Context: an optimization exercise on an open-source flow, tuned for a short achievable clock period and few clock cycles. The choices shown serve that exercise and are no tape-out recipe.
RTL that was checked went through simulation tests only; none was proved equivalent to the original.
No functional check of the RTL was part of run 2.
Power and IR drop assume default switching activity.

[flow/design.v]
module top (
    input  wire        clk,
    input  wire        rst,
    output wire [31:0] imem_addr,
    input  wire [31:0] imem_rdata,
    output wire [31:0] dmem_addr,
    output wire [31:0] dmem_wdata,
    output wire [3:0]  dmem_wmask,
    output wire        dmem_wen,
    input  wire [31:0] dmem_rdata
);
    reg  [31:0] pc_f;
    localparam IB = 3;
    localparam NB = 1 << IB;
    reg             bv   [0:NB-1];
    reg  [29-IB:0]  btag [0:NB-1];
    reg  [29:0]     btgt [0:NB-1];
    reg  [1:0]      bctr [0:NB-1];
    reg         hit_d, pf_d;
    reg  [1:0]  ctr_d;
    reg         hit_e, jal_e;
    reg  [1:0]  ctr_e;
    reg  [31:0] pc_e, bt_e;
    reg         upd_m, hit_m, tk_m;
    reg  [1:0]  ctr_m;
    reg  [31:0] pc_m, bt_m;
    reg         v_d;
    reg  [31:0] ir_d;
    reg  [31:0] pc_d;
    reg         v_e;
    reg  [31:0] a_e, b_e, sd_e, link_e, alt_e;
    reg         we_e, ld_e, st_e, br_e, jalr_e, link_sel_e, pred_e;
    reg  [4:0]  rd_e;
    reg  [2:0]  f3_e;
    reg         sub_e, s_add_e, s_slt_e, s_sltu_e, s_xor_e, s_or_e, s_and_e, s_sll_e, s_srl_e, sra_e;
    reg         v_m;
    reg  [31:0] res_m, sd_m;
    reg  [3:0]  mask_m;
    reg         we_m, ld_m, swen_m;
    reg  [4:0]  rd_m;
    reg  [2:0]  f3_m;
    reg  [31:0] rf [0:31];
    reg  [31:0] wb_w;
    reg  [4:0]  rd_w;
    reg         wen_w;
    wire [31:0] mw = dmem_rdata;
    wire [1:0]  ma = res_m[1:0];
    wire [7:0]  lbyte = ma[1] ? (ma[0] ? mw[31:24] : mw[23:16]) : (ma[0] ? mw[15:8] : mw[7:0]);
    wire [15:0] lhalf = ma[1] ? mw[31:16] : mw[15:0];
    reg  [31:0] ldata;
    always @(*) begin
        case (f3_m[1:0])
            2'b00:   ldata = {{24{lbyte[7] & ~f3_m[2]}}, lbyte};
            2'b01:   ldata = {{16{lhalf[15] & ~f3_m[2]}}, lhalf};
            default: ldata = mw;
        endcase
    end
    wire [31:0] wb_m  = ld_m ? ldata : res_m;
    wire        wen_m = v_m & we_m;
    assign dmem_addr  = res_m;
    assign dmem_wdata = sd_m;
    assign dmem_wmask = mask_m;
    assign dmem_wen   = swen_m;
    always @(posedge clk) begin
        wb_w  <= wb_m;
        rd_w  <= rd_m;
        wen_w <= wen_m;
        if (wen_w) rf[rd_w] <= wb_w;
    end
    wire [31:0] a  = a_e;
    wire [31:0] b  = b_e;
    wire [31:0] sd = sd_e;
    wire [31:0] sum  = sub_e ? a - b : a + b;
    wire        eq   = a == b;
    wire        ltu  = a < b;
    wire        lt   = $signed(a) < $signed(b);
    wire [31:0] sll  = a << b[4:0];
    wire [31:0] sra  = $signed(a) >>> b[4:0];
    wire [31:0] srl  = sra_e ? sra : a >> b[4:0];
    wire [31:0] res_o =
        ({32{s_slt_e}}  & {31'b0, lt}) |
        ({32{s_sltu_e}} & {31'b0, ltu}) |
        ({32{s_xor_e}}  & (a ^ b)) |
        ({32{s_or_e}}   & (a | b)) |
        ({32{s_and_e}}  & (a & b)) |
        ({32{s_sll_e}}  & sll) |
        ({32{s_srl_e}}  & srl) |
        ({32{link_sel_e}} & link_e);
    wire [31:0] res_e = s_add_e ? sum : res_o;
    wire        cond    = f3_e[2] ? (f3_e[1] ? ltu : lt) : eq;
    wire        taken   = cond ^ f3_e[0];
    wire        mis_e   = v_e & ((br_e & (taken != pred_e)) | jalr_e);
    wire [31:0] tgt_e   = jalr_e ? {sum[31:1], 1'b0} : alt_e;
    wire [1:0]  ea = sum[1:0];
    wire [3:0]  mask_e = f3_e[1] ? 4'b1111 :
                         f3_e[0] ? (ea[1] ? 4'b1100 : 4'b0011) :
                         (4'b0001 << ea);
    wire [31:0] sdata_e = f3_e[1] ? sd : f3_e[0] ? {2{sd[15:0]}} : {4{sd[7:0]}};
    wire [4:0] op  = ir_d[6:2];
    wire [2:0] f3  = ir_d[14:12];
    wire [4:0] rd  = ir_d[11:7];
    wire [4:0] rs1 = ir_d[19:15];
    wire [4:0] rs2 = ir_d[24:20];
    wire d_ctl   = op[4];                        
    wire d_jal   = op[4] & op[1];
    wire d_jalr  = op[4] & ~op[1] & op[0];
    wire d_br    = op[4] & ~op[0];
    wire d_ld    = ~op[4] & ~op[2] & ~op[3];
    wire d_st    = ~op[4] & ~op[2] & op[3];
    wire d_upper = ~op[4] & op[2] & op[0];       
    wire d_lui   = d_upper & op[3];
    wire d_auipc = d_upper & ~op[3];
    wire d_opi   = ~op[4] & op[2] & ~op[0] & ~op[3];
    wire d_op    = ~op[4] & op[2] & ~op[0] & op[3];
    wire use1 = ~d_upper & ~d_jal;
    wire use2 = d_br | d_st | d_op;
    wire d_we = ~d_br & ~d_st & (rd != 5'd0);
    wire [31:0] imm_i = {{20{ir_d[31]}}, ir_d[31:20]};
    wire [31:0] imm_s = {{20{ir_d[31]}}, ir_d[31:25], ir_d[11:7]};
    wire [31:0] imm_b = {{19{ir_d[31]}}, ir_d[31], ir_d[7], ir_d[30:25], ir_d[11:8], 1'b0};
    wire [31:0] imm_u = {ir_d[31:12], 12'b0};
    wire [31:0] imm_j = {{11{ir_d[31]}}, ir_d[31], ir_d[19:12], ir_d[20], ir_d[30:21], 1'b0};
    wire [31:0] imm   = d_st ? imm_s : d_upper ? imm_u : imm_i;
    wire        bm1 = wen_m && rd_m == rs1 && rs1 != 5'd0;
    wire        bm2 = wen_m && rd_m == rs2 && rs2 != 5'd0;
    wire        bw1 = wen_w && rd_w == rs1;
    wire        bw2 = wen_w && rd_w == rs2;
    wire [31:0] r1 = (rs1 == 5'd0) ? 32'd0 : bm1 ? res_m : bw1 ? wb_w : rf[rs1];
    wire [31:0] r2 = (rs2 == 5'd0) ? 32'd0 : bm2 ? res_m : bw2 ? wb_w : rf[rs2];
    wire        bl1 = bm1 & ld_m;
    wire        bl2 = bm2 & ld_m;
    wire fa_d = use1 & v_e & we_e & (rd_e == rs1);
    wire fb_d = (d_op | d_br) & v_e & we_e & (rd_e == rs2);
    wire fs_d = d_st & v_e & we_e & (rd_e == rs2);
    wire hz1 = use1 && we_e && rd_e == rs1;
    wire hz2 = use2 && we_e && rd_e == rs2;
    wire stall = v_d && v_e && ld_e && (hz1 || hz2);
    wire [31:0] pc4_d  = pc_d + 32'd4;
    wire [31:0] bt_d   = pc_d + (d_jal ? imm_j : imm_b);
    wire        ctl_d  = d_br | d_jal;
    wire        stat_d = d_jal | (d_br & ir_d[31]);
    wire        pred_d = ctl_d & (hit_d ? pf_d : stat_d);
    wire        red_d  = v_d & (hit_d ? (pf_d & ~ctl_d) : stat_d);
    wire [31:0] rt_d   = hit_d ? pc4_d : bt_d;
    wire arith  = d_op | d_opi;
    wire fsub   = d_op & ir_d[30] & (f3 == 3'b000);
    assign imem_addr = pc_f;
    wire [31:0] pc4_f = pc_f + 32'd4;
    reg  [NB-1:0] ioh_f;
    reg  [NB-1:0] ehit;
    reg           hit_f, pt_f;
    reg  [1:0]    ctr_f;
    reg  [29:0]   bsel;
    integer ei;
    always @(*) begin
        hit_f = 1'b0;
        pt_f  = 1'b0;
        ctr_f = 2'b00;
        bsel  = 30'd0;
        for (ei = 0; ei < NB; ei = ei + 1) begin
            ehit[ei] = bv[ei] && btag[ei] == pc_f[31:IB+2];
            hit_f = hit_f | (ioh_f[ei] & ehit[ei]);
            pt_f  = pt_f  | (ioh_f[ei] & ehit[ei] & bctr[ei][1]);
            ctr_f = ctr_f | ({2{ioh_f[ei]}} & bctr[ei]);
            bsel  = bsel  | ({30{ioh_f[ei]}} & btgt[ei]);
        end
    end
    wire [31:0] npc_f = pt_f ? {bsel, 2'b00} : pc4_f;
    wire [1:0]  ctr_up = tk_m ? (ctr_m == 2'b11 ? 2'b11 : ctr_m + 2'b01)
                              : (ctr_m == 2'b00 ? 2'b00 : ctr_m - 2'b01);
    integer bi;
    always @(posedge clk) begin
        if (rst) begin
            for (bi = 0; bi < NB; bi = bi + 1) bv[bi] <= 1'b0;
        end else if (v_m && upd_m && (tk_m || hit_m)) begin
            bv[pc_m[IB+1:2]] <= 1'b1;
        end
    end
    always @(posedge clk) begin
        if (v_m && upd_m && (tk_m || hit_m)) begin
            btag[pc_m[IB+1:2]] <= pc_m[31:IB+2];
            btgt[pc_m[IB+1:2]] <= bt_m[31:2];
            bctr[pc_m[IB+1:2]] <= hit_m ? ctr_up : 2'b10;
        end
    end
    function [NB-1:0] onehot(input [IB-1:0] x);
        onehot = {{(NB-1){1'b0}}, 1'b1} << x;
    endfunction
    wire        s_mis = mis_e;
    wire        s_hld = ~mis_e & stall;
    wire        s_red = ~mis_e & ~stall & red_d;
    wire        s_seq = ~mis_e & ~stall & ~red_d;
    wire [31:0] pc_next = rst ? 32'h80000000 :
        ({32{s_mis}} & tgt_e) | ({32{s_hld}} & pc_f) | ({32{s_red}} & rt_d) |
        ({32{s_seq & pt_f}} & {bsel, 2'b00}) | ({32{s_seq & ~pt_f}} & pc4_f);
    wire [NB-1:0] ioh_next = rst ? onehot(0) :
        ({NB{s_mis}} & onehot(tgt_e[IB+1:2])) | ({NB{s_hld}} & ioh_f) |
        ({NB{s_red}} & onehot(rt_d[IB+1:2])) |
        ({NB{s_seq & pt_f}} & onehot(bsel[IB-1:0])) | ({NB{s_seq & ~pt_f}} & onehot(pc4_f[IB+1:2]));
    always @(posedge clk) begin
        pc_f  <= pc_next;
        ioh_f <= ioh_next;
        if (rst) begin
            v_d   <= 1'b0;
            v_e   <= 1'b0;
            v_m   <= 1'b0;
            swen_m <= 1'b0;
        end else begin
            v_m   <= v_e;
            swen_m <= v_e & st_e;
            if (mis_e) begin
                v_d  <= 1'b0;
                v_e  <= 1'b0;
            end else if (stall) begin
                v_e  <= 1'b0;
            end else begin
                v_e  <= v_d;
                v_d  <= ~red_d;
            end
        end
    end
    always @(posedge clk) begin
        if (!stall) begin
            ir_d <= imem_rdata;
            pc_d <= pc_f;
            hit_d <= hit_f;
            pf_d  <= pt_f;
            ctr_d <= ctr_f;
        end
        begin
            a_e    <= ({32{fa_d & s_add_e}} & sum) | ({32{fa_d & ~s_add_e}} & res_o) |
                      ({32{~fa_d & ~d_upper & bl1}} & ldata) |
                      ({32{~fa_d & ~(~d_upper & bl1)}} & (d_auipc ? pc_d : d_lui ? 32'd0 : r1));
            b_e    <= ({32{fb_d & s_add_e}} & sum) | ({32{fb_d & ~s_add_e}} & res_o) |
                      ({32{~fb_d & (d_op | d_br) & bl2}} & ldata) |
                      ({32{~fb_d & ~((d_op | d_br) & bl2)}} & ((d_op | d_br) ? r2 : imm));
            sd_e   <= ({32{fs_d & s_add_e}} & sum) | ({32{fs_d & ~s_add_e}} & res_o) |
                      ({32{~fs_d & bl2}} & ldata) |
                      ({32{~fs_d & ~bl2}} & r2);
            link_e <= pc4_d;
            alt_e  <= pred_d ? pc4_d : bt_d;
            we_e   <= d_we;
            ld_e   <= d_ld;
            st_e   <= d_st;
            br_e   <= d_br;
            jalr_e <= d_jalr;
            pred_e <= pred_d;
            hit_e  <= hit_d;
            ctr_e  <= ctr_d;
            jal_e  <= d_jal;
            pc_e   <= pc_d;
            bt_e   <= bt_d;
            link_sel_e <= d_jal | d_jalr;
            rd_e   <= rd;
            f3_e   <= f3;
            sub_e    <= fsub;
            s_add_e  <= d_ld | d_st | d_upper | (arith & f3 == 3'b000);
            s_slt_e  <= arith & f3 == 3'b010;
            s_sltu_e <= arith & f3 == 3'b011;
            s_xor_e  <= arith & f3 == 3'b100;
            s_or_e   <= arith & f3 == 3'b110;
            s_and_e  <= arith & f3 == 3'b111;
            s_sll_e  <= arith & f3 == 3'b001;
            s_srl_e  <= arith & f3 == 3'b101;
            sra_e    <= ir_d[30];
        end
        res_m  <= res_e;
        sd_m   <= sdata_e;
        mask_m <= mask_e;
        we_m   <= we_e;
        ld_m   <= ld_e;
        rd_m   <= rd_e;
        f3_m   <= f3_e;
        upd_m  <= br_e | jal_e;
        tk_m   <= jal_e | taken;
        hit_m  <= hit_e;
        ctr_m  <= ctr_e;
        pc_m   <= pc_e;
        bt_m   <= bt_e;
    end
endmodule
[flow/flow/run.sh]
#!/bin/bash
# Standard ORFS layout (the standard.sh) with synthesis mapped for speed
# and timing repair aimed at a tighter internal target. The SDC is unchanged.
bash standard.sh finish ABC_CLOCK_PERIOD_IN_PS=3500 SETUP_SLACK_MARGIN=9 > standard.log 2>&1
[flow/standard.sh]
#!/bin/bash
# synth_recipe.tcl (not shown) runs the flow's synth.tcl, then flattens the netlist and writes it again
# the make line also repeats each setting of config.mk as NAME=value (left out here)
make -C /OpenROAD-flow-scripts/flow DESIGN_CONFIG=/design/flow/config.mk WORK_HOME=/design/flow/orfs CLKGATE_MAP_FILE= SYNTH_SCRIPT=/design/flow/synth_recipe.tcl "${@:-finish}"
[flow/config.mk]
export PLATFORM = sky130hd
export DESIGN_NAME = top
export DESIGN_NICKNAME = top
export VERILOG_FILES = /design/flow/design.v
export SDC_FILE = /design/flow/constraint.sdc
export NUM_CORES = 4
export LEC_CHECK = 0
export CAP_MARGIN = 20
export CORE_MARGIN = 2
export CORE_UTILIZATION = 40
export PLACE_DENSITY = 0.6
export SLEW_MARGIN = 20
[flow/constraint.sdc]
create_clock -name core_clock -period 13.0 [get_ports {clk}]
set_input_delay 2.6000 -clock core_clock [delete_from_list [all_inputs] [get_ports {clk}]]
set_output_delay 2.6000 -clock core_clock [all_outputs]
set_load 0.01 [all_outputs]
==> results of run 1 <==
placed cells by master (no fill, tap or decap), drive strengths merged, types with 192 or more instances in the layout:
cell,count
edfxtp,1562
mux4,684
buf,514
dfxtp,491
nand2,405
nor2,395
a21oi,369
clkbuf,279
o21ai,277
a22oi,192
report_power, final:
part	total, W	switching (W)	internal [W]
Sequential	0.00808	0.000539	0.00754
Combinational	0.00308	0.00188	0.00120
Clock	0.00615	0.00269	0.00346
state kept, by name, summed over array words and instances (netlist names), 31 cells and up, named ones only:
name    cells
pc_d       32
wb_w       32
sd_m       32
rf       1024
btag      216
pc_f       32
sd_e       32
link_e     31
alt_e      32
btgt      240
a_e        32
res_m      32
b_e        32
cell usage after synthesis (50+ instances only):
master / n
mux4_2: 684
nor2_1: 395
buf_1: 108
mux2i_1: 180
nor3_1: 58
nand2_1: 405
xnor2_1: 176
nor4_1: 75
nand4_1: 86
nand3_1: 96
o21ai_0: 271
edfxtp_1: 1562
clkbuf_1: 339
ha_1: 133
dfxtp_1: 491
xor2_1: 176
a211oi_1: 50
a21oi_1: 369
a21o_1: 54
a22oi_1: 192
a31oi_1: 56
inv_1: 176
mux2_2: 73
per-stage QoR:
step	util, %	instance area, um2	setup WS [ns]
3_5_place_dp	42.5	102000	6.88
3_3_place_gp	42.5	102000	6.85
4_1_cts	47.0	113000	8.84
5_1_grt	47.7	115000	8.79
6_report	47.7	115000	8.84
2_1_floorplan	-	96800	9.01
path summary, 6_finish.rpt:
kind,from,end,slack (ns)
min,pc_e[19]$_DFF_P_,pc_m[19]$_DFF_P_,0.31
max,b_e[23]$_DFF_P_,pc_f[1]$_SDFF_PP0_,8.84
min reg2reg,pc_e[19]$_DFF_P_,pc_m[19]$_DFF_P_,0.31
max reg2reg,b_e[23]$_DFF_P_,pc_f[1]$_SDFF_PP0_,8.84
cell type report:
cell class | instances | area, um2 | share of cell area [%]
Antenna cell | 7 | 17.5 | 0.0153
Clock buffer | 271 | 5720 | 4.98
Clock inverter | 128 | 1370 | 1.20
Inverter | 178 | 697 | 0.607
Multi-Input combinational cell | 4045 | 39800 | 34.7
Sequential cell | 2053 | 57200 | 49.8
Tap cell | 3185 | 3990 | 3.47
Timing Repair Buffer | 595 | 6050 | 5.27
logic make-up (layout without fill, tap and decap cells):
group / count (synthesis) / count (layout) / synth area share, %
multiplexers: 937 / 937 / 18.6
flip-flops: 2053 / 2053 / 58.7
XOR/XNOR: 352 / 352 / 3.19
buffers and inverters: 651 / 1172 / 2.59
other: 0 / 7 / 0
adder cells (fa/ha/maj): 136 / 136 / 1.78
AND/OR/NAND/NOR: 1321 / 1321 / 6.47
AO/OA/AOI/OAI: 1299 / 1299 / 8.64
worst max-delay path: stages (launching register included):
cell and delay, ns:
dfxtp_4 0.41, inv_2 0.08, ha_4 0.26, or4_4 0.57
nor4_4 0.29, buf_4 0.18, nand4_1 0.11, buf_6 0.17
nand3_2 0.11, nor2_2 0.07, or2_4 0.31, o2111a_2 0.35
nor3_4 0.30, buf_6 0.17, buf_6 0.11, buf_16 0.13
a211oi_2 0.04, a31oi_1 0.24, a21oi_1 0.10
layer usage:
metal / share of wire [%] / track usage [%] / vias up
met5: 0.011 / 0 / -
met4: 6.7 / 16.1 / 6
met3: 9.5 / 5.55 / 857
met1: 37 / 36.7 / 34200
li1: - / - / 27300
met2: 47 / 45.3 / 3922
what timing repair did:
action                      CTS  global route
setup endpoints to repair   314           157
cloned                       18            10
gates resized for setup    1044           190
hold endpoints to repair      0             0
buffers inserted            166            72
pin swaps                    47            92
hold buffers                  0             0
==> impl_metrics.csv, run 1 <==
group,metric,value,unit
finish,layout-drive-gt1-share,29.3,%
yosys,synth.distinct_cells,89,
worst_setup_path,cp_max_fo,5,
timing,slew_violations,0,
power,p_leak,39.4,nW
yosys,yosysWarnings,1,
place,dp_cells,9789,
routing,dr.pass1.iters,8,
worst_setup_path,r2r_cells,18,
timing,final-setup-viol-count,0,
timing,worst_slew_pin_slew,1.11,ns
routing,drc,0,
flow_run,drv_cap,0,
timing,period_minus_slack,4.16,ns
worst_setup_path,endpoint_kind,"flop",
clock_network,clock_latency,0.90,ns
timing,tns,0,ns
clock_network,cts_buffer_depth,3,
power,vdd_ir_drop_max,0.139,mV
yosys,yosysTopAreaCell,"edfxtp_1",
floorplan,dieHeight,496,um
global_routing,grt_first_pass_wirelength,494000,um
floorplan,boundaryPins,167,
clock_network,clk_pin_slew,0.06,ns
worst_setup_path,crit_required,13.69,ns
finish,fin_cells,10500,
routing,ant_nets,0,
clock_network,cts_tree,"yes",
floorplan,core_area,241000,um2
clock_network,htree_levels,4,
yosys,synth_edf_count,1562,
routing,routed_via_density,6.34,
yosys,synth_area,96700,um2
place,place_congestion,0.996,
hold_path,hold_depth,0,
routing,drt_iter0_markers,8596,
finish,final_net_count,7288,
worst_setup_path,start_kind,"flop",
global_routing,overflow,0,
global_routing,antenna_found_initial,21,
timing,finalHoldViolCount,0,
clock_network,cts-buffers-inserted,213,
yosys,syn_area_per_cell,14.3,um2
yosys,async_flop_share,0,%
place,hpwlAfterDp,225000,um
yosys,syn_inst,6749,
yosys,yosys.area.top_type_share,48.5,%
floorplan,dieArea,246000,um2
floorplan,rows,180,
yosys,seq_area_frac_synth,58.7,%
global_routing,grt_max_degree,72,
worst_setup_path,cp_data_arrival_time,4.85,ns
finish,area_growth,18.8,%
yosys,synthTopCellsByArea,"edfxtp_1, mux4_2, dfxtp_1",
timing,finalHoldWorstSlack,0.309,ns
global_routing,grt_pass1_vias,64200,
global_routing,grtUsageTotal,28.5,%
yosys,synth-main-ff-cell,"edfxtp_1",
timing,rsz0062_at_grt,"true",
timing,relSlewSlack,25.8,%
clock_network,clock-sinks,2053,
routing,wire_per_inst,34.3,um
timing,timing.final.crit_share,32.0,%
yosys,synth_seq_cells,2053,
routing,vias,66300,
timing,fmax,240,MHz
clock_network,cts_root_buf,"clkbuf_16",
run_status,outcome,"no timing/DRC/antenna violations",
hold_path,hp-class,"flop to flop",
routing,routed_wl,359000,um
place,io_buffers,164,
floorplan,initial_utilization,40.2,%
timing,finalClockSkew,0.0992,ns
worst_setup_path,path_class,"flop to flop",
floorplan,die_width,496,um
finish,filler_cell_count,20800,
power,p_per_area,151,nW/um2
power,total_power,0.0173,W
Testbench counts, summed over its fixed seeds: cycles 49,807.
==> run 2, diff against run 1 <==
--- a/flow/design.v
+++ b/flow/design.v
@@ -29,7 +29,7 @@
     reg  [31:0] pc_d;
     reg         v_e;
     reg  [31:0] a_e, b_e, sd_e, link_e, alt_e;
-    reg         we_e, ld_e, st_e, br_e, jalr_e, link_sel_e, pred_e;
+    reg         we_e, ld_e, st_e, br_e, jalr_e, link_sel_e, pred_e, auipc_e, jf_e;
     reg  [4:0]  rd_e;
     reg  [2:0]  f3_e;
     reg         sub_e, s_add_e, s_slt_e, s_sltu_e, s_xor_e, s_or_e, s_and_e, s_sll_e, s_srl_e, sra_e;
@@ -89,7 +89,7 @@
     wire [31:0] res_e = s_add_e ? sum : res_o;
     wire        cond    = f3_e[2] ? (f3_e[1] ? ltu : lt) : eq;
     wire        taken   = cond ^ f3_e[0];
-    wire        mis_e   = v_e & ((br_e & (taken != pred_e)) | jalr_e);
+    wire        mis_e   = v_e & ((br_e & (taken != pred_e)) | (jalr_e & ~jf_e));
     wire [31:0] tgt_e   = jalr_e ? {sum[31:1], 1'b0} : alt_e;
     wire [1:0]  ea = sum[1:0];
     wire [3:0]  mask_e = f3_e[1] ? 4'b1111 :
@@ -136,12 +136,18 @@
     wire hz2 = use2 && we_e && rd_e == rs2;
     wire stall = v_d && v_e && ld_e && (hz1 || hz2);
     wire [31:0] pc4_d  = pc_d + 32'd4;
-    wire [31:0] bt_d   = pc_d + (d_jal ? imm_j : imm_b);
+    wire [31:0] bj_d   = pc_d + imm_j;
+    wire [31:0] bb_d   = pc_d + imm_b;
+    wire [31:0] bt_d   = d_jal ? bj_d : bb_d;
     wire        ctl_d  = d_br | d_jal;
     wire        stat_d = d_jal | (d_br & ir_d[31]);
     wire        pred_d = ctl_d & (hit_d ? pf_d : stat_d);
-    wire        red_d  = v_d & (hit_d ? (pf_d & ~ctl_d) : stat_d);
-    wire [31:0] rt_d   = hit_d ? pc4_d : bt_d;
+    wire        jf_d   = d_jalr & v_e & auipc_e & (rd_e == rs1) & (rs1 != 5'd0);
+    wire [31:0] jx_d   = a_e ^ b_e ^ imm_i;
+    wire [31:0] jc_d   = (a_e & b_e) | (a_e & imm_i) | (b_e & imm_i);
+    wire [31:0] jt_d   = jx_d + {jc_d[30:0], 1'b0};
+    wire        red_d  = v_d & (jf_d | (hit_d ? (pf_d & ~ctl_d) : stat_d));
+    wire [31:0] rt_d   = jf_d ? {jt_d[31:1], 1'b0} : hit_d ? pc4_d : bt_d;
     wire arith  = d_op | d_opi;
     wire fsub   = d_op & ir_d[30] & (f3 == 3'b000);
     assign imem_addr = pc_f;
@@ -244,6 +250,8 @@
             st_e   <= d_st;
             br_e   <= d_br;
             jalr_e <= d_jalr;
+            jf_e   <= jf_d;
+            auipc_e <= d_auipc;
             pred_e <= pred_d;
             hit_e  <= hit_d;
             ctr_e  <= ctr_d;
==> run 2 against run 1 <==
Effect of this change:
- worst setup slack got worse by 0.033 ns
- maximum frequency decreased by 0.80%
- design area grew 2.2%
- largest cell class unchanged
- register-to-register slack got worse by 0.03 ns
- non-clock buffer count up 38
- via count is 4.9% higher
- synthesized cell count is 4.9% higher
- critical path type unchanged
- first-iteration DRC count up 14%
- sequential share of layout area fell by 1.1 points
- largest power group unchanged
==> impl_metrics.csv, run 2 <==
group,metric,value,unit
worst_setup_path,cp_data_arrival_time,4.87,ns
floorplan,core_area,246000,um2
worst_setup_path,start_kind,"flop",
yosys,async_flop_share,0,%
routing,routed_wl,373000,um
global_routing,grt_pass1_vias,67200,
floorplan,dieHeight,502,um
clock_network,htree_levels,4,
floorplan,rows,182,
worst_setup_path,r2r_cells,17,
worst_setup_path,path_class,"flop to flop",
yosys,synth_edf_count,1562,
yosys,synthTopCellsByArea,"edfxtp_1, mux4_2, dfxtp_1",
routing,ant_nets,0,
timing,worst_slew_pin_slew,1.21,ns
timing,final-setup-viol-count,0,
flow_run,drv_cap,0,
routing,routed_via_density,6.36,
timing,fmax,238,MHz
timing,timing.final.crit_share,32.3,%
worst_setup_path,crit_required,13.68,ns
worst_setup_path,crit_family,"compound AO/OA/AOI/OAI gates",
finish,layout_commonest_cell,"edfxtp_1",
clock_network,cts_root_buf,"clkbuf_16",
routing,maxUsedRoutingLayer,"met5",
power,p_per_area,152,nW/um2
worst_setup_path,critical_path_depth,17,
clock_network,clk_pin_slew,0.06,ns
yosys,yosysWarnings,1,
finish,layout-drive-gt1-share,27.6,%
floorplan,die_width,502,um
timing,slew_violations,0,
routing,drc,0,
power,sequentialPowerShare,45.4,%
worst_setup_path,crit_buf_inv,5,
finish,final_cell_mix,"edfxtp_1, mux4_2, nand2_1",
timing,relSlewSlack,19.2,%
worst_setup_path,endpoint_kind,"flop",
yosys,seq_area_frac_synth,57.3,%
routing,wire_per_inst,34.1,um
routing,dr.pass1.iters,6,
yosys,synth.distinct_cells,93,
worst_setup_path,rrSetupSlack,8.80,ns
yosys,yosysMostFrequentCell,"edfxtp_1",
yosys,yosysTopAreaCell,"edfxtp_1",
global_routing,grt_first_pass_wirelength,518000,um
finish,area_growth,18.4,%
routing,vias,69600,
floorplan,initial_utilization,40.3,%
power,power_frac_clock,34.2,%
yosys,syn_inst,7080,
clock_network,clock_latency,0.89,ns
yosys,yosys.area.top_type_share,47.3,%
timing,finalHoldViolCount,0,
finish,final_util,47.7,%
clock_network,cts-buffers-inserted,208,
worst_setup_path,slowest_stage,"or4_4",
routing,wl_met2,173000,um
timing,finalHoldWorstSlack,0.302,ns
worst_setup_path,cp_max_fo,13,
worst_setup_path,cp_cell_sequence,"inv_1 > ha_2 > or4_4 > nor3_4 > o211ai_1 > a31o_2 > nand4_1 > a21oi_4 > buf_12 > mux2_4 > a21oi_4 > buf_12 > nor2_4 > buf_6 > buf_8 > a222oi_1 > a31oi_1",
power,p_leak,40.1,nW
routing,drt_iter0_markers,9775,
yosys,synth_area,99200,um2
clock_network,cts_tree,"yes",
finish,final_net_count,7698,
power,vdd_ir_drop_max,0.128,mV
global_routing,grt_max_degree,99,
hold_path,hp-class,"flop to flop",
place,place_congestion,1.00,
floorplan,boundaryPins,167,
routing,wl_met3,35400,um
power,switching_share,30.4,%
clock_network,cts_buffer_depth,3,
yosys,synth.cells.most_frequent,"edfxtp_1, mux4_2, dfxtp_1",
place,io_buffers,164,
timing,finalClockSkew,0.0761,ns
power,internal-power,0.0124,W
routing,m1WireLength,140000,um
hold_path,hold_depth,0,
timing,period_minus_slack,4.20,ns
power,net-switching-power,0.00543,W
finish,largest_reg_flops,1024,
global_routing,antenna_found_initial,18,
global_routing,overflow,0,
worst_setup_path,critPathMaxStageDelay,0.61,ns
timing,tns,0,ns
timing,rsz0062_at_grt,"true",
clock_network,clock-sinks,2055,
yosys,synth_seq_cells,2055,
run_status,outcome,"no timing/DRC/antenna violations",
floorplan,dieArea,252000,um2
yosys,syn_area_per_cell,14.0,um2
finish,top_register,"rf",
global_routing,grtUsageTotal,29.1,%
place,hpwlAfterDp,238000,um
power,p_comb_share,20.4,%
yosys,synth-main-ff-cell,"edfxtp_1",
==> run 2: changes by cell type after synthesis, sizes merged, moves of 16 or more <==
| cell | delta |
|---|---|
| o211ai | +19 |
| a22oi | -16 |
| nor2 | +91 |
| o21ai | +36 |
| fa | +31 |
| nand4 | +25 |
| xor2 | -47 |
| xnor2 | +79 |
| nor4 | -22 |
| mux2i | -26 |
| nor3 | +25 |
| nand2 | +57 |
| ha | +30 |
==> run 2: power groups by stage <==
stage	Clock, W	Combinational [W]	Sequential [W]
floorplan	0	0.00185	0.00795
global placement	0	0.00302	0.00824
detailed placement	0	0.00302	0.00826
CTS	0.00617	0.00343	0.00808
global route	0.00642	0.00378	0.00811
finish	0.00610	0.00363	0.00810
==> run 2: metal layers <==
metal / track usage (%) / up-vias
met5: 0 / -
met4: 16.0 / 4
met3: 5.17 / 886
met2: 45.8 / 4306
met1: 38.1 / 35900
li1: - / 28500
==> run 2: timing repair <==
action	CTS	global route
gates cloned	19	5
endpoints found under the setup margin	312	164
buffers inserted	194	48
resized for setup	1021	126
pin swaps	72	53
hold buffers	0	0
endpoints found under the hold margin	0	0
==> run 2: kinds of logic (layout without fill, tap and decap cells) <==
| kind of cell | after synthesis | after routing | synth area share (%) |
|---|---|---|---|
| flip-flops | 2055 | 2055 | 57.3 |
| AND/OR/NAND/NOR | 1482 | 1483 | 6.91 |
| AO/OA/AOI/OAI | 1389 | 1389 | 9.15 |
| multiplexers | 917 | 917 | 18.0 |
| buffers and inverters | 656 | 1194 | 2.55 |
| XOR/XNOR | 384 | 384 | 3.39 |
| adder cells (fa/ha/maj) | 197 | 197 | 2.74 |
| other | 0 | 7 | 0 |
==> run 2: final cells by class <==
type	instances	area, um2
fill	21100	129000
sequential	2055	57200
multi-input combinational	4370	41800
timing repair buffer	633	6600
clock buffer	270	5580
tap	3312	4140
clock inverter	124	1370
inverter	166	672
antenna	7	17.5
timing repair inverter	1	16.3
==> run 2: path summary, 6_finish.rpt <==
check,to,startpoint
setup / recovery,pc_f[13]$_SDFF_PP0_,b_e[25]$_DFF_P_
hold / removal,bt_m[9]$_DFF_P_,bt_e[9]$_DFF_P_
setup reg to reg,pc_f[13]$_SDFF_PP0_,b_e[25]$_DFF_P_
hold reg to reg,bt_m[9]$_DFF_P_,bt_e[9]$_DFF_P_
==> run 2: worst reg2reg max path: cells and delay by family, from the launching register on <==
family	cells	cell delay (ns)
compound gates	6	1.14
mux	1	0.33
simple gates	4	1.05
fa+ha+maj	1	0.37
buf+inv	5	0.73
flops	1	0.44
==> run 2: through the flow <==
| stage | worst slack (ns) | std cells | total power [W] | cell area [um2] |
|---|---|---|---|---|
| 3_5_place_dp | 6.89 | 10300 | 0.0113 | 105000 |
| 3_3_place_gp | 6.91 | 10300 | 0.0113 | 105000 |
| 6_report | 8.80 | 10900 | 0.0178 | 117000 |
| 2_1_floorplan | 9.00 | 7080 | 0.00981 | 99300 |
| 4_1_cts | 8.86 | 10900 | 0.0177 | 116000 |
| 5_1_grt | 8.75 | 10900 | 0.0183 | 117000 |
==> run 3, diff against run 2 <==
--- a/flow/design.v
+++ b/flow/design.v
@@ -30,6 +30,7 @@
     reg         v_e;
     reg  [31:0] a_e, b_e, sd_e, link_e, alt_e;
     reg         we_e, ld_e, st_e, br_e, jalr_e, link_sel_e, pred_e, auipc_e, jf_e;
+    reg         k_e, c_eq_e, c_lt_e, c_ltu_e, jm_e;
     reg  [4:0]  rd_e;
     reg  [2:0]  f3_e;
     reg         sub_e, s_add_e, s_slt_e, s_sltu_e, s_xor_e, s_or_e, s_and_e, s_sll_e, s_srl_e, sra_e;
@@ -89,7 +90,8 @@
     wire [31:0] res_e = s_add_e ? sum : res_o;
     wire        cond    = f3_e[2] ? (f3_e[1] ? ltu : lt) : eq;
     wire        taken   = cond ^ f3_e[0];
-    wire        mis_e   = v_e & ((br_e & (taken != pred_e)) | (jalr_e & ~jf_e));
+    wire        mis_e   = v_e & ((c_eq_e & (eq ^ k_e)) | (c_lt_e & (lt ^ k_e)) |
+                                 (c_ltu_e & (ltu ^ k_e)) | jm_e);
     wire [31:0] tgt_e   = jalr_e ? {sum[31:1], 1'b0} : alt_e;
     wire [1:0]  ea = sum[1:0];
     wire [3:0]  mask_e = f3_e[1] ? 4'b1111 :
@@ -193,16 +195,20 @@
         onehot = {{(NB-1){1'b0}}, 1'b1} << x;
     endfunction
     wire        s_mis = mis_e;
-    wire        s_hld = ~mis_e & stall;
-    wire        s_red = ~mis_e & ~stall & red_d;
-    wire        s_seq = ~mis_e & ~stall & ~red_d;
-    wire [31:0] pc_next = rst ? 32'h80000000 :
-        ({32{s_mis}} & tgt_e) | ({32{s_hld}} & pc_f) | ({32{s_red}} & rt_d) |
+    wire        s_hld = stall;
+    wire        s_red = ~stall & red_d;
+    wire        s_seq = ~stall & ~red_d;
+    wire [31:0] pc_nm = rst ? 32'h80000000 :
+        ({32{s_hld}} & pc_f) | ({32{s_red}} & rt_d) |
         ({32{s_seq & pt_f}} & {bsel, 2'b00}) | ({32{s_seq & ~pt_f}} & pc4_f);
-    wire [NB-1:0] ioh_next = rst ? onehot(0) :
-        ({NB{s_mis}} & onehot(tgt_e[IB+1:2])) | ({NB{s_hld}} & ioh_f) |
-        ({NB{s_red}} & onehot(rt_d[IB+1:2])) |
+    wire [31:0] pc_mt = rst ? 32'h80000000 : tgt_e;
+    wire [31:0] pc_nx = mis_e ? pc_mt : pc_nm;
+    wire [31:0] pc_next = {pc_nx[31:2], 2'b00};
+    wire [NB-1:0] ioh_nm = rst ? onehot(0) :
+        ({NB{s_hld}} & ioh_f) | ({NB{s_red}} & onehot(rt_d[IB+1:2])) |
         ({NB{s_seq & pt_f}} & onehot(bsel[IB-1:0])) | ({NB{s_seq & ~pt_f}} & onehot(pc4_f[IB+1:2]));
+    wire [NB-1:0] ioh_mt = rst ? onehot(0) : onehot(tgt_e[IB+1:2]);
+    wire [NB-1:0] ioh_next = mis_e ? ioh_mt : ioh_nm;
     always @(posedge clk) begin
         pc_f  <= pc_next;
         ioh_f <= ioh_next;
@@ -250,6 +256,11 @@
             st_e   <= d_st;
             br_e   <= d_br;
             jalr_e <= d_jalr;
+            k_e    <= f3[0] ^ pred_d;
+            c_eq_e <= d_br & ~f3[2];
+            c_lt_e <= d_br & f3[2] & ~f3[1];
+            c_ltu_e <= d_br & f3[2] & f3[1];
+            jm_e   <= d_jalr & ~jf_d;
             jf_e   <= jf_d;
             auipc_e <= d_auipc;
             pred_e <= pred_d;
==> run 3 against run 2 <==
Effect of this change:
- still clean on timing, DRC and antenna
- sequential power is essentially flat
- wire length grew 1.0%
- synthesized cell count grew 0.88%
- sequential share of layout area grew 0.24 points
- final cell count shrank 0.16%
- register-to-register slack gained 0.14 ns
- combinational power shrank 2%
- non-clock buffer count shrank 79
- worst setup slack gained 0.10 ns
- sequential cell count shrank 4
==> impl_metrics.csv, run 3 <==
group,metric,value,unit
run_status,outcome,"no timing/DRC/antenna violations",
global_routing,use_met3,6.00,%
power,total_power,0.0180,W
finish,largest_reg_flops,1024,
timing,fmax,244,MHz
floorplan,dieArea,252000,um2
yosys,synth_edf_count,1560,
floorplan,core_area,246000,um2
timing,finalHoldViolCount,0,
timing,period_minus_slack,4.09,ns
routing,vias,69700,
yosys,seq_area_frac_synth,57.0,%
hold_path,hp-class,"flop to flop",
yosys,synth_area,99400,um2
clock_network,cts-buffers-inserted,210,
yosys,yosysTopAreaCell,"edfxtp_1",
floorplan,initial_utilization,40.3,%
place,place_congestion,1.01,
timing,slew_violations,0,
timing,tns,0,ns
yosys,synth.cells.most_frequent,"edfxtp_1, mux4_2, dfxtp_1",
clock_network,clock_latency,0.90,ns
timing,final-setup-viol-count,0,
yosys,yosysMostFrequentCell,"edfxtp_1",
yosys,async_flop_share,0,%
worst_setup_path,start_kind,"flop",
finish,area_growth,17.2,%
flow_run,drv_cap,0,
global_routing,overflow,0,
routing,ant_nets,0,
timing,timing.final.crit_share,31.5,%
routing,drt_iter0_markers,9875,
global_routing,antenna_found_initial,18,
floorplan,rows,182,
finish,layout_commonest_cell,"edfxtp_1",
worst_setup_path,cp_max_fo,2,
worst_setup_path,crit_required,10.40,ns
clock_network,clock-sinks,2051,
place,hpwlAfterDp,239000,um
place,dp_cells,10300,
finish,final_cell_mix,"edfxtp_1, mux4_2, nand2_1",
yosys,synth-main-ff-cell,"edfxtp_1",
clock_network,clk_pin_slew,0.06,ns
finish,filler_cell_count,21500,
timing,worst_slew_pin_slew,1.11,ns
finish,final_net_count,7673,
timing,relSlewSlack,25.6,%
finish,top_register,"rf",
clock_network,htree_levels,4,
place,io_buffers,162,
routing,routed_wl,377000,um
global_routing,grt_max_degree,69,
global_routing,met1_usage,37.6,%
yosys,synth.distinct_cells,95,
global_routing,grt_pass1_vias,67200,
floorplan,boundaryPins,167,
worst_setup_path,endpoint_kind,"primary output",
clock_network,cts_buffer_depth,3,
clock_network,cts_root_buf,"clkbuf_16",
timing,finalHoldWorstSlack,0.282,ns
power,p_per_area,155,nW/um2
worst_setup_path,cp_data_arrival_time,1.49,ns
floorplan,die_width,502,um
global_routing,top_usage_layer,"met2",
worst_setup_path,path_class,"flop to primary output",
global_routing,grtUsageTotal,29.1,%
routing,dr.pass1.iters,7,
yosys,synth_seq_cells,2051,
power,p_leak,40.3,nW
routing,wire_per_inst,34.5,um
floorplan,dieHeight,502,um
timing,finalClockSkew,0.0774,ns
finish,final_util,47.3,%
power,vdd_ir_drop_max,0.152,mV
clock_network,cts_tree,"yes",
yosys,syn_area_per_cell,13.9,um2
yosys,syn_inst,7142,
finish,layout-drive-gt1-share,26.1,%
yosys,yosysWarnings,1,
global_routing,grt_first_pass_wirelength,518000,um
routing,routed_via_density,6.39,
timing,rsz0062_at_grt,"true",
global_routing,globalRouteMet2Util,46.2,%
finish,fin_cells,10900,
yosys,yosys.area.top_type_share,47.1,%
routing,drc,0,
yosys,synthTopCellsByArea,"edfxtp_1, mux4_2, dfxtp_1",
## run 3: changes by cell type after synthesis, sizes merged, moves of 17 or more
cell / change
o22ai: +39
buf: +26
nand2b: -17
nand2: +27
a22oi: -35
xor2: +80
nor4: +55
mux2: -41
a221o: -26
nand4: -35
o21ai: +21
xnor2: -106
a221oi: +24
a21o: +19
## run 3: worst paths after layout
| kind | startpoint | to | slack (ns) | cells past startpoint |
|---|---|---|---|---|
| worst max-delay path | pc_f[15]$_DFF_P_ | imem_addr[15] | 8.91 | 2 |
| worst min-delay path | bt_e[31]$_DFF_P_ | bt_m[31]$_DFF_P_ | 0.28 | 0 |
| worst max register to register | b_e[30]$_DFF_P_ | tk_m$_DFF_P_ | 8.94 | 13 |
| worst min register to register | bt_e[31]$_DFF_P_ | bt_m[31]$_DFF_P_ | 0.28 | 0 |
## run 3: kinds of logic after synthesis
kind of cell               count (synthesis)  share of synthesized area [%]
DFF                                     2051                           57.0
and+or+nand+nor                         1504                           7.01
AOI/OAI and AO/OA                       1466                           9.67
muxes                                    887                           17.7
buffers and inverters                    680                           2.76
xor gates and xnor gates                 358                           3.15
adders and majority gates                195                           2.71
other                                      1                        0.00377
## run 3: layout make-up
cell class | count | area [um2] | area share (%)
diodes | 12 | 30.0 | 0.0258
clock buffers | 269 | 5720 | 4.91
clock inverters | 127 | 1570 | 1.35
inverters | 178 | 683 | 0.587
multi-input cells | 4417 | 41600 | 35.7
flip-flops and latches | 2051 | 57000 | 48.9
well taps | 3312 | 4140 | 3.56
repair buffers | 554 | 5720 | 4.91
## run 3: critical path: stages (launching register included)
cell	delay (ns)
dfxtp_4	0.38
buf_12	0.14
buf_6	0.11
## run 3: report_power, final
part / switching, W / total [W] / internal, W
Sequential: 0.000559 / 0.00810 / 0.00754
Combinational: 0.00220 / 0.00357 / 0.00136
Clock: 0.00271 / 0.00634 / 0.00364
## run 3: timing repair
item | 4_1_cts | 5_1_grt
hold buffers | 0 | 0
setup buffers | 119 | 49
pin swaps | 20 | 30
setup endpoints to repair | 292 | 180
resized for setup | 891 | 153
gates cloned | 10 | 8
## run 3: stage by stage
stage                     area, um2  setup WS (ns)
after CTS                    115000           8.85
after floorplan               99500           8.82
after detailed placement     105000           7.46
after global routing         116000           8.88
after global placement       105000           7.48
final                        116000           8.91
## run 3: metal layers
layer	routed length [um]	vias up	share of wire (%)
li1	-	28700	-
met1	141000	35800	37
met2	176000	4262	47
met3	37000	925	9.8
met4	23300	8	6.2
met5	47	-	0.012
Testbench counts of run 3, summed over its fixed seeds: cycles 49,440.
==> run 4, diff against run 3 <==
--- a/flow/design.v
+++ b/flow/design.v
@@ -9,7 +9,9 @@
     output wire        dmem_wen,
     input  wire [31:0] dmem_rdata
 );
-    reg  [31:0] pc_f;
+    reg  [31:2] pco;
+    reg  [31:0] pcn;
+    wire [31:0] pc_f = ~pcn;
     localparam IB = 3;
     localparam NB = 1 << IB;
     reg             bv   [0:NB-1];
@@ -35,7 +37,8 @@
     reg  [2:0]  f3_e;
     reg         sub_e, s_add_e, s_slt_e, s_sltu_e, s_xor_e, s_or_e, s_and_e, s_sll_e, s_srl_e, sra_e;
     reg         v_m;
-    reg  [31:0] res_m, sd_m;
+    reg  [31:0] addr_o, resn_m, sd_m;
+    wire [31:0] res_m = ~resn_m;
     reg  [3:0]  mask_m;
     reg         we_m, ld_m, swen_m;
     reg  [4:0]  rd_m;
@@ -58,7 +61,7 @@
     end
     wire [31:0] wb_m  = ld_m ? ldata : res_m;
     wire        wen_m = v_m & we_m;
-    assign dmem_addr  = res_m;
+    assign dmem_addr  = addr_o;
     assign dmem_wdata = sd_m;
     assign dmem_wmask = mask_m;
     assign dmem_wen   = swen_m;
@@ -152,7 +155,7 @@
     wire [31:0] rt_d   = jf_d ? {jt_d[31:1], 1'b0} : hit_d ? pc4_d : bt_d;
     wire arith  = d_op | d_opi;
     wire fsub   = d_op & ir_d[30] & (f3 == 3'b000);
-    assign imem_addr = pc_f;
+    assign imem_addr = {pco, 2'b00};
     wire [31:0] pc4_f = pc_f + 32'd4;
     reg  [NB-1:0] ioh_f;
     reg  [NB-1:0] ehit;
@@ -210,7 +213,8 @@
     wire [NB-1:0] ioh_mt = rst ? onehot(0) : onehot(tgt_e[IB+1:2]);
     wire [NB-1:0] ioh_next = mis_e ? ioh_mt : ioh_nm;
     always @(posedge clk) begin
-        pc_f  <= pc_next;
+        pco   <= pc_next[31:2];
+        pcn   <= ~pc_next;
         ioh_f <= ioh_next;
         if (rst) begin
             v_d   <= 1'b0;
@@ -283,7 +287,8 @@
             s_srl_e  <= arith & f3 == 3'b101;
             sra_e    <= ir_d[30];
         end
-        res_m  <= res_e;
+        addr_o <= res_e;
+        resn_m <= ~res_e;
         sd_m   <= sdata_e;
         mask_m <= mask_e;
         we_m   <= we_e;
==> flow/flow/run.sh (replaced) <==
#!/bin/bash
# Standard ORFS layout (the standard.sh) with synthesis mapped for speed,
# timing repair aimed at a tighter internal target, and ports buffered with
# plain buffers (buf_4) rather than the default delay-cell buffers.
# The SDC is unchanged.
bash standard.sh finish ABC_CLOCK_PERIOD_IN_PS=3500 SETUP_SLACK_MARGIN=9 \
  "BUFFER_PORTS_ARGS=-buffer_cell sky130_fd_sc_hd__buf_4" > standard.log 2>&1
==> run 4 against run 3 <==
Effect of this change:
- still clean
- die area up 0.47%
- wire length down 4.6%
- sequential share of layout area up 0.97 points
- clock power up 4.4%
- critical path depth up 15
- count of clock-buffer cells in the layout up 18
- register-to-register slack about the same
- global-route usage down 1.4 points
- critical path type is now flop to flop
==> impl_metrics.csv, run 4 <==
group,metric,value,unit
run_status,outcome,"no timing/DRC/antenna violations",
routing,dr.pass1.iters,8,
power,p_comb_share,19.0,%
timing,slew_violations,0,
global_routing,grt_max_degree,104,
worst_setup_path,cp_max_fo,2,
flow_run,drv_cap,0,
floorplan,dieHeight,504,um
yosys,synth-main-ff-cell,"edfxtp_1",
yosys,synth.distinct_cells,104,
yosys,synthTopCellsByArea,"edfxtp_1, mux4_2, dfxtp_1",
finish,layout-drive-gt1-share,26.8,%
floorplan,core_area,248000,um2
timing,timing.final.crit_share,31.3,%
worst_setup_path,crit_required,13.75,ns
power,power_frac_clock,35.7,%
finish,filler_cell_count,21500,
worst_setup_path,cp_cell_sequence,"fa_1 > o21ai_4 > nor2_2 > fa_2 > a21o_1 > a221oi_4 > buf_4 > buf_6 > o31ai_2 > a21oi_1 > o21a_1 > buf_4 > xnor2_1 > o21ai_0 > a21oi_2 > nor3_1 > nor3_2",
finish,final_net_count,7524,
clock_network,clock-sinks,2113,
yosys,async_flop_share,0,%
global_routing,grtUsageTotal,27.8,%
finish,largest_reg_flops,1024,
power,total_power,0.0186,W
worst_setup_path,slowest_stage,"fa_1",
clock_network,cts-buffers-inserted,215,
global_routing,grt_pass1_vias,65500,
floorplan,rows,183,
clock_network,cts_buffer_depth,3,
yosys,yosysWarnings,1,
yosys,synth_area,99900,um2
floorplan,boundaryPins,167,
routing,wire_per_inst,33.3,um
yosys,seq_area_frac_synth,58.0,%
place,place_congestion,1.01,
routing,routed_via_density,6.26,
yosys,yosys.area.top_type_share,46.9,%
power,internal-power,0.0130,W
worst_setup_path,path_class,"flop to flop",
floorplan,initial_utilization,40.2,%
floorplan,dieArea,254000,um2
yosys,yosysTopAreaCell,"edfxtp_1",
power,p_leak,40.0,nW
worst_setup_path,crit_buf_inv,3,
power,p_per_area,159,nW/um2
place,dp_cells,10200,
timing,worst_slew_pin_slew,1.10,ns
place,hpwlAfterDp,233000,um
routing,routed_wl,360000,um
timing,tns,0,ns
clock_network,clock_latency,0.91,ns
finish,area_growth,16.7,%
timing,relSlewSlack,26.3,%
worst_setup_path,crit_family,"compound AO/OA/AOI/OAI gates",
power,net-switching-power,0.00555,W
finish,top_register,"rf",
global_routing,grt_first_pass_wirelength,501000,um
yosys,synth_seq_cells,2113,
routing,vias,67600,
worst_setup_path,cp_data_arrival_time,4.82,ns
power,vdd_ir_drop_max,0.145,mV
finish,final_cell_mix,"edfxtp_1, mux4_2, nand2_1",
worst_setup_path,endpoint_kind,"flop",
clock_network,htree_levels,4,
yosys,synth_edf_count,1560,
timing,fmax,246,MHz
global_routing,overflow,0,
finish,fin_cells,10800,
yosys,syn_area_per_cell,14.1,um2
power,switching_share,29.9,%
global_routing,antenna_found_initial,21,
routing,drt_iter0_markers,9205,
routing,ant_nets,0,
clock_network,cts_tree,"yes",
power,sequentialPowerShare,45.3,%
worst_setup_path,critPathMaxStageDelay,0.51,ns
timing,finalHoldViolCount,0,
timing,rsz0062_at_grt,"true",
yosys,yosysMostFrequentCell,"edfxtp_1",
finish,layout_commonest_cell,"edfxtp_1",
place,io_buffers,162,
yosys,synth.cells.most_frequent,"edfxtp_1, mux4_2, dfxtp_1",
routing,drc,0,
floorplan,die_width,504,um
timing,final-setup-viol-count,0,
timing,finalClockSkew,0.0984,ns
worst_setup_path,start_kind,"flop",
hold_path,hp-class,"flop to flop",
clock_network,cts_root_buf,"clkbuf_16",
clock_network,clk_pin_slew,0.06,ns
yosys,syn_inst,7074,
clock_network,ctsHoldBuffers,0,
timing,period_minus_slack,4.07,ns
worst_setup_path,crit_path_frequent_cell,"buf_4",
==> run 4: layout make-up <==
type,count,area (um2),share of cell area (%)
flip-flops and latches,2113,58200,49.9
multi-input cells,4252,41400,35.5
clock buffers,287,5890,5.05
repair buffers,463,4370,3.75
well taps,3330,4170,3.57
clock inverters,122,1740,1.49
inverters,218,840,0.720
diodes,10,25.0,0.0215
==> run 4: kinds of logic (layout without fill, tap and decap cells) <==
kind of cell | count (synthesis) | count (layout) | synth area share, %
DFF | 2113 | 2113 | 58.0
AOI/OAI and AO/OA | 1502 | 1502 | 10.0
and+or+nand+nor | 1313 | 1314 | 6.08
muxes | 873 | 873 | 17.2
buffers and inverters | 711 | 1090 | 2.81
xor gates and xnor gates | 366 | 366 | 3.22
adders and majority gates | 195 | 195 | 2.70
other | 1 | 12 | 0.00376
==> run 4: what timing repair did <==
item	CTS	global route
cloned	9	7
setup endpoints to repair	252	137
pin swaps	61	63
gates resized for setup	384	171
buffers inserted	66	47
==> run 4: metrics by stage <==
step	hold slack [ns]	util, %	setup WS, ns	area (um2)
after CTS	0.277	46.4	8.88	115000
after global placement	0.311	42.3	7.18	105000
after detailed placement	0.312	42.3	7.13	105000
after floorplan	0.310	-	8.94	100000
after global routing	0.290	46.9	8.88	117000
final	0.282	46.9	8.93	117000
==> run 4: per-layer routing <==
layer / share of wire [%] / wire [um] / up-vias / global-route usage [%]
met5: 0.014 / 51 / - / 0
met4: 5.3 / 19100 / 6 / 12.6
met3: 9.5 / 34300 / 780 / 5.32
met2: 47 / 169000 / 3903 / 44.7
met1: 38 / 137000 / 34800 / 36.5
li1: - / - / 28100 / -
==> run 4: power groups by stage <==
stage	combinational [W]	sequential [W]	clock [W]
2_1_floorplan	0.00189	0.00819	0
3_3_place_gp	0.00296	0.00852	0
4_1_cts	0.00327	0.00840	0.00669
6_report	0.00352	0.00841	0.00662
3_5_place_dp	0.00297	0.00853	0
5_1_grt	0.00368	0.00844	0.00695
==> run 4: worst paths after layout <==
check | start | to | slack [ns] | cells after the start
max | ir_d[21]$_DFFE_PN_ | pco[13]$_DFF_P_ | 8.93 | 17
min | pc_e[22]$_DFF_P_ | pc_m[22]$_DFF_P_ | 0.28 | 0
max reg2reg | ir_d[21]$_DFFE_PN_ | pco[13]$_DFF_P_ | 8.93 | 17
min reg2reg | pc_e[22]$_DFF_P_ | pc_m[22]$_DFF_P_ | 0.28 | 0
Testbench counts of run 4, summed over its fixed seeds: cycles 49,440.
==> run 5, diff against run 4 <==
==> flow/flow/run.sh (replaced) <==
#!/bin/bash
# Standard ORFS layout (the standard.sh) with synthesis mapped for speed,
# timing repair aimed at a tighter internal target, and ports buffered with
# plain buffers (buf_4) rather than the default delay-cell buffers.
# The SDC is unchanged.
bash standard.sh finish ABC_CLOCK_PERIOD_IN_PS=3500 SETUP_SLACK_MARGIN=9.5 \
  "BUFFER_PORTS_ARGS=-buffer_cell sky130_fd_sc_hd__buf_4" > standard.log 2>&1
==> run 5 against run 4 <==
Effect of this change:
- largest power group unchanged
- utilization rose by 2.5 points
- non-clock buffer count rose by 247
- total power rose by 3.2%
- via count rose by 2.7%
- synthesized cell count did not move
- final cell count rose by 2.3%
- worst setup slack got worse by 0.0063 ns
- highest routed layer unchanged
- combinational power rose by 18%
- sequential share of layout area fell by 2.4 points
==> impl_metrics.csv, run 5 <==
group,metric,value,unit
worst_setup_path,cp_cell_sequence,"buf_6",
floorplan,initial_utilization,40.2,%
finish,final_net_count,7775,
clock_network,clock_latency,0.91,ns
flow_run,drv_cap,0,
routing,wire_per_inst,33.8,um
place,hpwlAfterDp,237000,um
worst_setup_path,cp_data_arrival_time,1.48,ns
worst_setup_path,start_kind,"flop",
run_status,outcome,"no timing/DRC/antenna violations",
finish,final_cell_mix,"edfxtp_1, mux4_2, nand2_1",
hold_path,hp-class,"flop to flop",
yosys,synth_edf_count,1560,
worst_setup_path,critPathMaxStageDelay,0.45,ns
hold_path,hold_path.startpoint,"pc_e[11]$_DFF_P_",
yosys,synth.cells.most_frequent,"edfxtp_1, mux4_2, dfxtp_1",
power,vdd_ir_drop_max,0.154,mV
worst_setup_path,crit_family,"flip-flops",
finish,area_growth,23.0,%
global_routing,antenna_found_initial,25,
routing,ant_nets,0,
worst_setup_path,path_class,"flop to primary output",
global_routing,grt_pass1_vias,67600,
yosys,async_flop_share,0,%
timing,worst_slew_pin_slew,1.14,ns
timing,slew_violations,0,
clock_network,cts_root_buf,"clkbuf_16",
power,p_leak,42.4,nW
finish,fin_cells,11000,
routing,drc,0,
worst_setup_path,crit_end,"dmem_addr[3]",
worst_setup_path,crit_start,"addr_o[3]$_DFF_P_",
timing,final-setup-viol-count,0,
yosys,yosysMostFrequentCell,"edfxtp_1",
yosys,syn_inst,7074,
worst_setup_path,rr_startpoint,"b_e[2]$_DFF_P_",
timing,relSlewSlack,23.7,%
worst_setup_path,critical_path_depth,1,
place,dp_cells,10200,
floorplan,rows,183,
worst_setup_path,crit_required,10.40,ns
floorplan,boundaryPins,167,
yosys,yosys.area.top_type_share,46.9,%
yosys,synth.distinct_cells,104,
clock_network,clk_pin_slew,0.06,ns
timing,rsz0062_at_grt,"true",
power,p_per_area,156,nW/um2
timing,layout_setup_ws,8.92,ns
routing,routed_wl,374000,um
worst_setup_path,r2r_cells,15,
timing,tns,0,ns
yosys,synth_seq_cells,2113,
global_routing,grtUsageTotal,28.8,%
clock_network,ctsHoldBuffers,0,
worst_setup_path,rrSetupSlack,8.95,ns
global_routing,grt_first_pass_wirelength,518000,um
finish,layout-drive-gt1-share,34.3,%
timing,finalClockSkew,0.107,ns
routing,dr.pass1.iters,6,
finish,layout_commonest_cell,"edfxtp_1",
clock_network,cts_tree,"yes",
place,preCtsSetupSlack,7.54,ns
yosys,yosysTopAreaCell,"edfxtp_1",
yosys,synthTopCellsByArea,"edfxtp_1, mux4_2, dfxtp_1",
timing,timing.final.crit_share,31.3,%
yosys,synth_area,99900,um2
floorplan,die_width,504,um
finish,largest_reg_flops,1024,
finish,top_register,"rf",
timing,finalHoldWorstSlack,0.301,ns
clock_network,cts_buffer_depth,3,
place,io_buffers,162,
yosys,yosysWarnings,1,
worst_setup_path,cp_max_fo,1,
global_routing,grt_max_degree,65,
routing,routed_via_density,6.29,
routing,drt_iter0_markers,8981,
yosys,synth-main-ff-cell,"edfxtp_1",
finish,final_util,49.5,%
floorplan,dieHeight,504,um
worst_setup_path,slowest_stage,"dfxtp_4",
routing,vias,69400,
timing,period_minus_slack,4.08,ns
timing,fmax,245,MHz
clock_network,htree_levels,4,
worst_setup_path,crit_buf_inv,1,
place,place_congestion,1.01,
worst_setup_path,endpoint_kind,"primary output",
yosys,syn_area_per_cell,14.1,um2
worst_setup_path,timing.rr.end,"pcn[23]$_DFF_P_",
hold_path,hold_depth,0,
yosys,seq_area_frac_synth,58.0,%
floorplan,dieArea,254000,um2
clock_network,clock-sinks,2113,
timing,finalHoldViolCount,0,
floorplan,core_area,248000,um2
global_routing,overflow,0,
clock_network,cts-buffers-inserted,216,
## run 5: cell families after synthesis
family | Yosys count | share of synthesized area [%]
adder cells (fa/ha/maj) | 195 | 2.70
buffers and inverters | 711 | 2.81
AO/OA/AOI/OAI | 1502 | 10.0
AND/OR/NAND/NOR | 1313 | 6.08
multiplexers | 873 | 17.2
other | 1 | 0.00376
XOR/XNOR | 366 | 3.22
flip-flops | 2113 | 58.0
## run 5: where the power goes
part | leakage, nW | internal (W) | switching, W | total (W)
Clock | 3.70 | 0.00376 | 0.00281 | 0.00657
Combinational | 19.8 | 0.00178 | 0.00237 | 0.00415
Sequential | 18.9 | 0.00779 | 0.000647 | 0.00843
Total | 42.4 | 0.0133 | 0.00583 | 0.0192
## run 5: layout make-up
cell class                 instances  area, um2
antenna                            5       12.5
sequential                      2113      58300
clock inverter                   151       1820
fill                           20800     126000
clock buffer                     260       5840
timing repair buffer             710       8010
inverter                         218        891
tap                             3330       4170
multi-input combinational       4255      43800
## run 5: worst min path at each step
| stage | to | slack, ns |
|---|---|---|
| 6_report | pc_m[11]$_DFF_P_ | 0.30 |
| 3_5_place_dp | bt_m[8]$_DFF_P_ | 0.31 |
| 3_3_place_gp | pc_m[13]$_DFF_P_ | 0.31 |
| 2_1_floorplan | bt_m[10]$_DFF_P_ | 0.31 |
| 5_1_grt | pc_m[10]$_DFF_P_ | 0.30 |
| 4_1_cts | pc_m[11]$_DFF_P_ | 0.30 |
## run 5: repair_timing
item / CTS / global route
gates cloned: 40 / 6
setup buffers: 225 / 112
pin swaps: 174 / 179
resized for setup: 936 / 350
setup endpoints to repair: 403 / 304
## run 5: per-stage QoR
step                      total power [W]  cell area, um2
after floorplan                    0.0102          101000
after global placement             0.0116          106000
after detailed placement           0.0116          106000
after CTS                          0.0188          120000
after global routing               0.0197          123000
final                              0.0192          123000
## run 5: routing by layer
layer	wire length, um	track usage (%)	up-vias	part of all wire (%)
met5	91	0	-	0.024
met4	23700	15.1	12	6.4
met3	35100	5.21	946	9.4
met2	174000	45.6	4186	47
met1	141000	37.8	35600	38
li1	-	-	28700	-
==> run 6, diff against run 5 <==
--- a/flow/design.v
+++ b/flow/design.v
@@ -31,6 +31,7 @@
     reg  [31:0] pc_d;
     reg         v_e;
     reg  [31:0] a_e, b_e, sd_e, link_e, alt_e;
+    reg         fs_e;
     reg         we_e, ld_e, st_e, br_e, jalr_e, link_sel_e, pred_e, auipc_e, jf_e;
     reg         k_e, c_eq_e, c_lt_e, c_ltu_e, jm_e;
     reg  [4:0]  rd_e;
@@ -73,7 +74,7 @@
     end
     wire [31:0] a  = a_e;
     wire [31:0] b  = b_e;
-    wire [31:0] sd = sd_e;
+    wire [31:0] sd = fs_e ? res_m : sd_e;
     wire [31:0] sum  = sub_e ? a - b : a + b;
     wire        eq   = a == b;
     wire        ltu  = a < b;
@@ -250,9 +251,8 @@
             b_e    <= ({32{fb_d & s_add_e}} & sum) | ({32{fb_d & ~s_add_e}} & res_o) |
                       ({32{~fb_d & (d_op | d_br) & bl2}} & ldata) |
                       ({32{~fb_d & ~((d_op | d_br) & bl2)}} & ((d_op | d_br) ? r2 : imm));
-            sd_e   <= ({32{fs_d & s_add_e}} & sum) | ({32{fs_d & ~s_add_e}} & res_o) |
-                      ({32{~fs_d & bl2}} & ldata) |
-                      ({32{~fs_d & ~bl2}} & r2);
+            sd_e   <= bl2 ? ldata : r2;
+            fs_e   <= fs_d;
             link_e <= pc4_d;
             alt_e  <= pred_d ? pc4_d : bt_d;
             we_e   <= d_we;
==> flow/flow/run.sh (replaced) <==
#!/bin/bash
# Standard ORFS layout (the standard.sh) with synthesis mapped for speed,
# timing repair aimed at a tighter internal target, and ports buffered with
# plain buffers (buf_4) rather than the default delay-cell buffers.
# The SDC is unchanged.
bash standard.sh finish ABC_CLOCK_PERIOD_IN_PS=3500 SETUP_SLACK_MARGIN=9 \
  "BUFFER_PORTS_ARGS=-buffer_cell sky130_fd_sc_hd__buf_4" > standard.log 2>&1
==> run 6 against run 5 <==
Effect of this change:
- non-clock buffer count fell by 204
- final cell count up 0.18%
- sequential power rose by 0.8%
- worst setup slack better by 0.020 ns
- maximum frequency rose by 0.50%
- via count up 1.4%
- wire length rose by 0.60%
- clock power shrank 1%
- sequential share of layout area is 2.0 points higher
- largest cell class unchanged
- total power down 1.5%
- still clean
- critical path type unchanged
==> impl_metrics.csv, run 6 <==
group,metric,value,unit
run_status,outcome,"no timing/DRC/antenna violations",
yosys,synth.distinct_cells,91,
clock_network,cts_buffer_depth,3,
finish,top_register,"rf",
timing,finalHoldViolCount,0,
yosys,synth_seq_cells,2114,
timing,final-setup-viol-count,0,
global_routing,grt_first_pass_wirelength,520000,um
place,dp_cells,10500,
yosys,synthAdderAreaFrac,2.67,%
worst_setup_path,critPathMaxStageDelay,0.42,ns
clock_network,clock_latency,0.94,ns
worst_setup_path,crit_end,"dmem_addr[24]",
finish,fin_cells,11100,
finish,layout_commonest_cell,"edfxtp_1",
yosys,syn_inst,7294,
yosys,synth.cells.most_frequent,"edfxtp_1, mux4_2, dfxtp_1",
worst_setup_path,rr_startpoint,"pcn[10]$_DFF_P_",
yosys,seq_area_frac_synth,57.4,%
worst_setup_path,timing.rr.end,"pcn[9]$_DFF_P_",
global_routing,antenna_found_initial,23,
timing,relSlewSlack,17.4,%
clock_network,htree_levels,4,
worst_setup_path,crit_required,10.40,ns
timing,fmax,247,MHz
finish,largest_reg_flops,1024,
yosys,synth.area.mux_share,17.1,%
clock_network,cts_tree,"yes",
floorplan,dieHeight,506,um
routing,ant_nets,0,
worst_setup_path,critical_path_depth,1,
global_routing,grt_max_degree,67,
timing,worst_slew_pin_slew,1.23,ns
routing,wire_per_inst,34.0,um
yosys,syn_area_per_cell,13.8,um2
global_routing,overflow,0,
timing,period_minus_slack,4.06,ns
timing,tns,0,ns
place,hpwlAfterDp,243000,um
power,p_leak,40.1,nW
yosys,synth_edf_count,1560,
routing,drt_iter0_markers,10200,
worst_setup_path,path_class,"flop to primary output",
routing,routed_wl,376000,um
hold_path,hold_path.startpoint,"bt_e[18]$_DFF_P_",
floorplan,initial_utilization,40.2,%
floorplan,core_area,251000,um2
yosys,async_flop_share,0,%
clock_network,clk_pin_slew,0.06,ns
power,vdd_ir_drop_max,0.136,mV
floorplan,die_width,506,um
place,place_congestion,0.993,
finish,area_growth,16.6,%
yosys,synthTopCellsByArea,"edfxtp_1, mux4_2, dfxtp_1",
clock_network,cts-buffers-inserted,216,
routing,routed_via_density,6.36,
yosys,synth_compound_area_share,9.97,%
clock_network,clock-sinks,2114,
global_routing,grtUsageTotal,28.4,%
worst_setup_path,slowest_stage,"dfxtp_4",
yosys,yosysWarnings,1,
timing,timing.final.crit_share,31.2,%
routing,dr.pass1.iters,7,
finish,final_net_count,7776,
yosys,synth_top_family_by_area,"multiplexers",
hold_path,hp-class,"flop to flop",
flow_run,drv_cap,0,
floorplan,rows,184,
worst_setup_path,crit_buf_inv,1,
worst_setup_path,crit_start,"addr_o[24]$_DFF_P_",
timing,finalClockSkew,0.0996,ns
==> run 6: metrics by stage <==
step                utilization [%]  cell area [um2]  setup WS, ns  hold WS [ns]  power [W]
floorplan                         -           101000          8.91         0.310     0.0103
global placement               42.4           106000          7.11         0.311     0.0120
detailed placement             42.4           106000          7.05         0.312     0.0120
CTS                            46.3           116000          8.95         0.231     0.0186
global route                   46.8           118000          8.87         0.239     0.0194
finish                         46.8           118000          8.94         0.236     0.0189
==> run 6: cell type report <==
class / instances / area [um2]
inverters: 249 / 956
fillers: 21800 / 133000
repair buffers: 506 / 4810
clock buffers: 270 / 5900
clock inverters: 138 / 1590
flip-flops and latches: 2114 / 58200
diodes: 9 / 22.5
well taps: 3348 / 4190
multi-input cells: 4428 / 42000
==> run 6: worst register-to-register path, cell delays in order, from the launching register on <==
cell     delay [ns]
dfxtp_2        0.73
xnor2_1        0.21
or4_1          0.54
nor4_1         0.27
nand3_1        0.12
o22ai_1        0.32
nor4_2         0.10
buf_4          0.23
a31oi_1        0.30
a31oi_1        0.09
o22ai_2        0.30
nor2_1         0.09
a211o_1        0.50
==> run 6: where the power goes <==
group / switching (W) / internal [W] / total, W
clock: 0.00282 / 0.00367 / 0.00649
combinational: 0.00244 / 0.00143 / 0.00387
sequential: 0.000644 / 0.00786 / 0.00850
==> run 6: layer usage <==
layer | global-route usage (%) | routed length, um
met4 | 13.8 | 22200
met5 | 0 | 87
met1 | 37.6 | 142000
met2 | 45.3 | 175000
met3 | 5.21 | 36200
==> run 6: cells by family (layout without fill, tap and decap cells) <==
kind of cell	Yosys count	in the layout
flip-flops	2114	2114
AO/OA/AOI/OAI	1536	1536
AND/OR/NAND/NOR	1456	1458
multiplexers	874	874
buffers and inverters	755	1163
XOR/XNOR	363	363
adder cells (fa/ha/maj)	195	195
other	1	11
==> run 6: worst min-delay path by stage <==
stage	endpoint	slack, ns
detailed placement	hit_m$_DFF_P_	0.31
finish	bt_m[18]$_DFF_P_	0.24
floorplan	bt_m[10]$_DFF_P_	0.31
global route	bt_m[18]$_DFF_P_	0.24
CTS	bt_m[18]$_DFF_P_	0.23
global placement	pc_m[11]$_DFF_P_	0.31
==> run 6: what timing repair did <==
item / 4_1_cts / 5_1_grt
resized for setup: 365 / 194
cloned: 8 / 5
pin swaps: 34 / 65
endpoints found under the setup margin: 273 / 171
setup buffers: 73 / 55
Testbench counts of run 6, summed over its fixed seeds: cycles 49,440.

## static timing again, ports no longer ideal
Ports are ideal in the flow. The routed layouts listed here were re-timed in OpenROAD.
Step 1 sets driving cells, clkbuf_16 on the clock port and buf_2 on the other inputs (assumed; they add their load-dependent delay and slew).
Step 2 also shifts input and output timing later by t, the mid clock arrival at the registers, as if the neighbouring blocks saw the same clock.
Three values: no drivers, after step 1, after step 2; two values: the first two.
run | shift t [ns] | setup WS [ns] | cell pins on the clock port's net
run 1 | 0.944 | 8.835 / 8.809 / 8.107 | 1
run 2 | 0.953 | 8.802 / 8.802 / 8.063 | 1
run 3 | 0.960 | 8.906 / 8.807 / 8.101 | 1
run 4 | 0.957 | 8.931 / 8.919 / 8.182 | 1
run 5 | 0.948 | 8.925 / 8.833 / 8.408 | 1
run 6 | 0.972 | 8.945 / 8.852 / 8.137 | 1
After both steps setup and hold are still met in every run listed. The setup slack of run 6, which loses most, moves by -0.093 ns with the drivers and by -0.808 ns with both steps.
